What follows belongs to an exercise in optimizing a design on an open flow for small area; a production flow would make more cautious choices. Only simulation tests tie the RTL to the original design; equivalence was not proved. Power figures rest on the tool's default switching activity, not on a simulated workload.

## design.v

```verilog
module Lab1 (
	input        clk,
	input        rst,
	input        key0_in,
	output [6:0] min1,
	output [6:0] min2,
	output [6:0] sec1,
	output [6:0] sec2,
	output [6:0] ms1,
	output [6:0] ms2
);
reg k1, k2, k3;
always @(posedge clk or negedge rst)
	if (!rst) begin
		k1 <= 1'b0;
		k2 <= 1'b0;
		k3 <= 1'b0;
	end else begin
		k1 <= ~key0_in;
		k2 <= k1;
		k3 <= k2;
	end
reg go;
always @(posedge clk or negedge rst)
	if (!rst)
		go <= 1'b0;
	else
		go <= 1'b1;
reg run;
always @(posedge clk or negedge rst)
	if (!rst)
		run <= 1'b0;
	else if (~k2 & k3)
		run <= ~run;
reg  [5:0] pc;
wire tc = ((pc & 6'h3f) == 6'h23);
wire zc = ((pc & 6'h3f) == 6'h7);
wire fc = ^(pc & 6'h21) ^ 1'b0 ^ tc;
always @(posedge clk)
	if (!go)
		pc <= 6'hf;
	else if (run | tc)
		pc <= {pc[4:0], fc};
wire inc_c = run & zc;
reg  [12:0] ps;
wire ts = ((ps & 13'h1fff) == 13'h1c40);
wire zs = ((ps & 13'h1fff) == 13'h1880);
wire fs = ^(ps & 13'h1004) ^ 1'b0 ^ ts;
always @(posedge clk)
	if (!go)
		ps <= 13'h1101;
	else if (run | ts)
		ps <= {ps[11:0], fs};
wire inc_s = run & zs;
reg  [18:0] pm;
wire tm = ((pm & 19'h7ffff) == 19'he010);
wire zm = ((pm & 19'h7ffff) == 19'h1c020);
wire fm = ^(pm & 19'h41080) ^ 1'b1 ^ tm;
always @(posedge clk)
	if (!go)
		pm <= 19'h38041;
	else if (run | tm)
		pm <= {pm[17:0], fm};
wire inc_m = run & zm;
reg [3:0] c1;
wire c1_n0 = (c1[2]) | (~c1[0]);
wire c1_n1 = (~c1[1] & c1[2]) | (c1[3]);
wire c1_n2 = (~c1[0] & c1[2]) | (c1[0] & ~c1[1] & ~c1[2]);
wire c1_n3 = (c1[0] & c1[1] & ~c1[3]) | (~c1[0] & c1[3]) | (c1[1] & c1[2]);
always @(posedge clk or negedge rst)
	if (!rst)
		c1 <= 4'd2;
	else if (inc_c)
		c1 <= {c1_n3, c1_n2, c1_n1, c1_n0};
wire c1_co = inc_c & ((c1[1] & c1[3]));
reg [3:0] c2;
wire c2_n0 = (~c2[2] & c2[3]) | (~c2[0]);
wire c2_n1 = (~c2[0] & c2[1]) | (c2[1] & ~c2[3]) | (~c2[0] & ~c2[3]);
wire c2_n2 = (~c2[0] & ~c2[1]) | (~c2[1] & c2[2]);
wire c2_n3 = (~c2[0] & ~c2[2] & ~c2[3]) | (c2[1]);
always @(posedge clk or negedge rst)
	if (!rst)
		c2 <= 4'd4;
	else if (c1_co)
		c2 <= {c2_n3, c2_n2, c2_n1, c2_n0};
reg [3:0] s1;
wire s1_n0 = (s1[2]) | (~s1[0]);
wire s1_n1 = (~s1[1] & s1[2]) | (s1[3]);
wire s1_n2 = (~s1[0] & s1[2]) | (s1[0] & ~s1[1] & ~s1[2]);
wire s1_n3 = (s1[0] & s1[1] & ~s1[3]) | (~s1[0] & s1[3]) | (s1[1] & s1[2]);
always @(posedge clk or negedge rst)
	if (!rst)
		s1 <= 4'd2;
	else if (inc_s)
		s1 <= {s1_n3, s1_n2, s1_n1, s1_n0};
wire s1_co = inc_s & ((s1[1] & s1[3]));
reg [2:0] s2;
wire s2_n0 = (~s2[2]);
wire s2_n1 = (~s2[0]);
wire s2_n2 = (~s2[1]);
always @(posedge clk or negedge rst)
	if (!rst)
		s2 <= 3'd4;
	else if (s1_co)
		s2 <= {s2_n2, s2_n1, s2_n0};
reg [3:0] m1;
wire m1_n0 = (m1[2]) | (~m1[0]);
wire m1_n1 = (~m1[1] & m1[2]) | (m1[3]);
wire m1_n2 = (~m1[0] & m1[2]) | (m1[0] & ~m1[1] & ~m1[2]);
wire m1_n3 = (m1[0] & m1[1] & ~m1[3]) | (~m1[0] & m1[3]) | (m1[1] & m1[2]);
always @(posedge clk or negedge rst)
	if (!rst)
		m1 <= 4'd2;
	else if (inc_m)
		m1 <= {m1_n3, m1_n2, m1_n1, m1_n0};
wire m1_co = inc_m & ((m1[1] & m1[3]));
reg [2:0] m2;
wire m2_n0 = (~m2[2]);
wire m2_n1 = (~m2[0]);
wire m2_n2 = (~m2[1]);
always @(posedge clk or negedge rst)
	if (!rst)
		m2 <= 3'd4;
	else if (m1_co)
		m2 <= {m2_n2, m2_n1, m2_n0};
assign ms1[0] = (c1[0] & ~c1[1] & ~c1[2]);
assign ms1[1] = (~c1[0] & c1[1] & c1[2]) | (c1[2] & c1[3]);
assign ms1[2] = (~c1[0] & ~c1[1] & ~c1[3]);
assign ms1[3] = (c1[0] & ~c1[2]);
assign ms1[4] = (c1[0] & ~c1[2]) | (c1[1] & c1[2]);
assign ms1[5] = (~c1[1] & ~c1[3]) | (c1[0] & ~c1[3]);
assign ms1[6] = (~c1[2] & ~c1[3]);
assign ms2[0] = (c2[1] & ~c2[3]) | (c2[0] & ~c2[1] & c2[3]);
assign ms2[1] = (~c2[2] & ~c2[3]);
assign ms2[2] = (~c2[0] & c2[1]);
assign ms2[3] = (c2[0] & c2[2]) | (c2[0] & ~c2[1] & c2[3]);
assign ms2[4] = (c2[0]);
assign ms2[5] = (c2[1]);
assign ms2[6] = (~c2[0] & c2[2]) | (c2[1] & c2[2]);
assign sec1[0] = (s1[0] & ~s1[1] & ~s1[2]);
assign sec1[1] = (~s1[0] & s1[1] & s1[2]) | (s1[2] & s1[3]);
assign sec1[2] = (~s1[0] & ~s1[1] & ~s1[3]);
assign sec1[3] = (s1[0] & ~s1[2]);
assign sec1[4] = (s1[0] & ~s1[2]) | (s1[1] & s1[2]);
assign sec1[5] = (~s1[1] & ~s1[3]) | (s1[0] & ~s1[3]);
assign sec1[6] = (~s1[2] & ~s1[3]);
assign sec2[0] = (~s2[1] & ~s2[2]) | (s2[1] & s2[2]);
assign sec2[1] = (s2[0] & s2[2]);
assign sec2[2] = (~s2[0] & ~s2[2]);
assign sec2[3] = (~s2[1] & ~s2[2]) | (s2[1] & s2[2]);
assign sec2[4] = (s2[1] & s2[2]) | (s2[0]);
assign sec2[5] = (s2[1]);
assign sec2[6] = (~s2[0] & s2[2]);
assign min1[0] = (m1[0] & ~m1[1] & ~m1[2]);
assign min1[1] = (~m1[0] & m1[1] & m1[2]) | (m1[2] & m1[3]);
assign min1[2] = (~m1[0] & ~m1[1] & ~m1[3]);
assign min1[3] = (m1[0] & ~m1[2]);
assign min1[4] = (m1[0] & ~m1[2]) | (m1[1] & m1[2]);
assign min1[5] = (~m1[1] & ~m1[3]) | (m1[0] & ~m1[3]);
assign min1[6] = (~m1[2] & ~m1[3]);
assign min2[0] = (~m2[1] & ~m2[2]) | (m2[1] & m2[2]);
assign min2[1] = (m2[0] & m2[2]);
assign min2[2] = (~m2[0] & ~m2[2]);
assign min2[3] = (~m2[1] & ~m2[2]) | (m2[1] & m2[2]);
assign min2[4] = (m2[1] & m2[2]) | (m2[0]);
assign min2[5] = (m2[1]);
assign min2[6] = (~m2[0] & m2[2]);
endmodule
```

## flow/run.sh

```bash
#!/bin/bash
# Own layout flow: the standard ORFS flow with three changes:
#  - synthesis uses an area-oriented ABC script and skips Yosys's full/half-adder
#    extraction (everything else, including register naming, is the standard flow's synthesis);
#  - ports are buffered with the smallest buffer cell;
#  - clock tree built from small clock buffers, without dummy loads.
set -euo pipefail
W=$PWD
F=$W/flow
# synthesis script: synth_recipe.tcl, with ORFS's synth.tcl patched to use flow/area.abc
sed -e "s#^source \$::env(SCRIPTS_DIR)/synth_preamble.tcl\$#&\nset abc_args [lreplace \$abc_args 1 1 $F/area.abc]#" \
  "$FLOW_HOME/scripts/synth.tcl" > "$W/synth_body.tcl"
grep -q "area.abc" "$W/synth_body.tcl"
sed -e "s#^source \$::env(SCRIPTS_DIR)/synth.tcl\$#source $W/synth_body.tcl#" "$W/synth_recipe.tcl" > "$W/own_synth.tcl"
grep -q "synth_body.tcl" "$W/own_synth.tcl"
CTS="$(cat $F/cts_args.txt)"
bash standard.sh \
  SYNTH_SCRIPT="$W/own_synth.tcl" \
  ADDER_MAP_FILE= \
  "BUFFER_PORTS_ARGS=-buffer_cell sky130_fd_sc_hd__buf_1" \
  "CTS_ARGS=$CTS" \
  finish > "$W/orfs_make.log" 2>&1
```

## flow/area.abc

```
strash
&get -n
&deepsyn -I 3 -J 500
&put
dch -f
amap
topo
dnsize -c
```

## flow/cts_args.txt

```
-sink_clustering_enable -repair_clock_nets -dont_use_dummy_load -buf_list sky130_fd_sc_hd__clkbuf_4
```

## standard.sh

```bash
#!/bin/bash
# synth_recipe.tcl (not shown) runs the flow's synth.tcl, then flattens the netlist and writes it again
# the make line also repeats each setting of config.mk as NAME=value (left out here)
make -C /OpenROAD-flow-scripts/flow DESIGN_CONFIG=/design/flow/config.mk WORK_HOME=/design/flow/orfs CLKGATE_MAP_FILE= SYNTH_SCRIPT=/design/flow/synth_recipe.tcl "${@:-finish}"
```

## config.mk

```make
export PLATFORM = sky130hd
export DESIGN_NAME = Lab1
export DESIGN_NICKNAME = Lab1
export VERILOG_FILES = /design/flow/design.v
export SDC_FILE = /design/flow/constraint.sdc
export NUM_CORES = 4
export LEC_CHECK = 0
export CAP_MARGIN = 0
export CORE_MARGIN = 2
export CORE_UTILIZATION = 40
export SLEW_MARGIN = 0
```

## constraint.sdc

```tcl
create_clock -name core_clock -period 10.0 [get_ports {clk}]
set_input_delay 2.0000 -clock core_clock [delete_from_list [all_inputs] [get_ports {clk}]]
set_output_delay 2.0000 -clock core_clock [all_outputs]
set_load 0.01 [all_outputs]
```

==> reports/results.txt <==
Final core occ: 46.08%
Clk buf depth: 2
DRC: 0
Number of synthesized register bits: 65
Logic pwr share: 18.5%
Top-area cell type share of the netlist area: 29.15%
HP Start: k1
Final #Nets: 356
Post-route insts no fill: 428
Area leader, netlist: dfxtp_1
Post_cts resized: 0
Number of vias per cell: 5.042
Rows: 29
Starting Density: 41.34%
Final hold vios: 0
Switching Share: 30.24%
Max FO, Critical Path: 4
R2r setup slk: 7.23 ns
Critical Path End Type: output port
GP Congestion: 0.8654
Vias in the first global route: 1886
Starting DRC count in detailed routing: 88
Status: no timing/DRC/antenna violations
Synth Area in XOR/XNOR: 0%
Drt first pass iters: 6
Die area: 7187 um2
Port bufs: 44
Final Slew Violations: 0
Die W: 84.78 um
Max-cap violations: 0
Root buf cell: clkbuf_4
Leading cell types by count after synthesis: clkinv_1 (67), nor2_1 (40), dfxtp_1 (38), o22ai_1 (38), o21ai_0 (23)
Synth unique cells: 26
Clk network pwr share: 22.9%
Overflow after GRT: 0
Routed WL: 4780 um
Largest cells by area after synthesis: dfxtp_1 (29%), dfrtp_1 (20%), clkinv_1 (9.6%)
Largest family of logic cells by synthesized area: compound AO/OA/AOI/OAI gates
ANT nets after route: 0
Fmax: 275.3 MHz
Fillers: 628
Cells after synthesis: 302
Clock tree sinks: 65
RSZ-0062 raised after global routing: no
Final setup margin: 6.367 ns
NetSw: 0.0001575 W
Worst vdd ir: 94.52 uV
DP HPWL: 3429 um
Hold slack: 0.3613 ns
Syn Nets: 305
Reg power frac: 58.6%
Drt wl/cell: 11.17 um
Mapped Area: 2610 um2
Yosys warnings: 1
Setup Buffers After CTS: 0
Async SR Flop Fraction: 41.54%
Worst Path Arrival: 1.63 ns
Post-synth EDFFs: 0
Synth Area in Adders: 0%
Max Clock Skew: 0.03224 ns
Reg2reg end: c2[3]
Hold EP: k2
Worst r2r path cells: 7
Depth of the CTS H-tree: 3
CTS Hold Bufs: 0
Final setup viols: 0
Final setup TNS: 0 ns
Dpl ws: 6.778 ns
GRT Util Overall: 14.19%
Inst Count DP: 419
Sequential element share of the synthesized area: 55.32%
Clock latency (worst-skew pair): 0.39 ns
Initial antenna violation count: 0
Die Y: 84.78 um
Hold WC Path Type: reg -> reg
Leakage power: 1.061 nW
Via count: 2158
Share of layout cells above drive strength 1: 4.843%
Worst hold path depth: 0
CP Launch Type: flop
Top-count cell post-synth: clkinv_1
Synth Area in Compound Gates: 20.13%
CTS clk-pin slew, worst paths: 0.10 ns
First-pass GRT wire length: 8142 um
P&R area growth vs syn: 11.46%
R2r startpoint: run
Critical path class: reg -> out
Simple-gate share of the synthesized area: 13.04%
CP Data Required Time: 8.00 ns
# IOs: 45
Multiplexer share of the synthesized area: 0%
Worst Tran Pin Value: 0.8045 ns
Worst slew margin: 45.87%
Post-synth top flop: dfxtp_1
Crit share post-route: 36.33%
CTS Buf Count: 9
Minimum clock period: 3.633 ns
Pwr per Cell Area: 179.0 nW/um2
Ant diodes: 0
Syn_area_per_cell: 8.642 um2
Core area: 6314 um2
Internal power: 0.0003632 W
Largest net degree at the start of global routing: 28
CTS tree: yes
logic make-up (layout without fill, tap and decap cells):
family | Yosys count | in the layout
AND/OR/NAND/NOR | 79 | 79
AO/OA/AOI/OAI | 84 | 84
other | 1 | 1
flip-flops | 65 | 65
buffers and inverters | 73 | 122
registers in the layout, indices dropped and copies added (netlist names):
name  count
k1        1
run       1
m2        3
go        1
c2        4
pc        6
c1        4
k3        1
k2        1
ps       13
s2        3
m1        4
pm       19
s1        4
critical path: stages (launching register included):
cell      delay [ns]
dfstp_2         0.57
clkinv_1        0.07
o21ai_0         0.21
clkinv_1        0.14
nor2_1          0.10
buf_1           0.15
power groups by stage:
stage / clock network, W / logic, W / registers (W)
finish: 0.000119 / 0.0000965 / 0.000305
global route: 0.000137 / 0.000111 / 0.000308
CTS: 0.000126 / 0.0000976 / 0.000305
detailed placement: 0 / 0.0000976 / 0.000310
global placement: 0 / 0.0000962 / 0.000310
floorplan: 0 / 0.0000714 / 0.000306
layout make-up:
type	instances	area, um2	share of cell area [%]
clock buffers	9	67.56	2.323
repair buffers	46	180.2	6.194
multi-input cells	164	869.6	29.89
inverters	67	251.5	8.645
flip-flops and latches	65	1444	49.63
well taps	77	96.34	3.312
worst max path at each step:
stage | cells after the start | slack, ns | endpoint | start
after floorplan | 4 | 6.82 | sec1[1] | s1[1]
after global placement | 5 | 6.80 | sec1[1] | s1[1]
after detailed placement | 5 | 6.78 | sec1[1] | s1[1]
after CTS | 5 | 6.33 | ms1[1] | c1[1]
after global routing | 5 | 6.14 | sec1[1] | s1[1]
final | 5 | 6.37 | ms1[1] | c1[1]
per-stage QoR:
stage	instance area [um2]	total power, W
2_1_floorplan	2610	0.0003775
4_1_cts	2909	0.0005284
5_1_grt	2909	0.0005559
3_3_place_gp	2841	0.0004063
6_report	2909	0.0005207
3_5_place_dp	2841	0.0004077
metal layers:
| layer | vias to the layer above | track usage (%) | routed length (um) |
|---|---|---|---|
| met3 | 9 | 4.621 | 256 |
| met4 | 0 | 7.504 | 88 |
| li1 | 1135 | - | - |
| met1 | 959 | 19.51 | 2453 |
| met5 | - | 0 | 0 |
| met2 | 55 | 19.83 | 1981 |
cells in the final DEF, fill, tap and decap left out, drive strengths merged, types with 6 or more instances in the layout:
cell type   n
a21oi       7
clkbuf      9
o21ai      23
o22ai      38
dfstp       6
clkinv     67
buf        46
nand2      20
dfxtp      38
nor2       40
dfrtp      21
o22a        6

==> port drivers added, routing unchanged <==
The results above use ideal ports. As a check the final layout listed here was re-extracted and re-timed, cells and wires unchanged. Step 1 assumes that a clkbuf_16 drives the clock port and a buf_2 every other input. Step 2 moves the port delays by t, midway between the first and last clock arrival at a register: inputs arrive t later, outputs are due t later. That takes back most of the time a late clock gives input paths. Three values: ideal ports, drivers, drivers and shift; two values: the first two.
t (ns): 0.402
setup WS [ns]: 6.367 / 6.342 / 6.744
hold slack, ns: 0.361 / 0.361 / 0.361
latest minus earliest clock arrival (ns): 0.032 / 0.032
worst slew at a driven data input, ns: 0.03
After both steps setup and hold are still met in this run. The setup slack of this run moves by -0.025 ns with the drivers and by +0.377 ns with both steps.
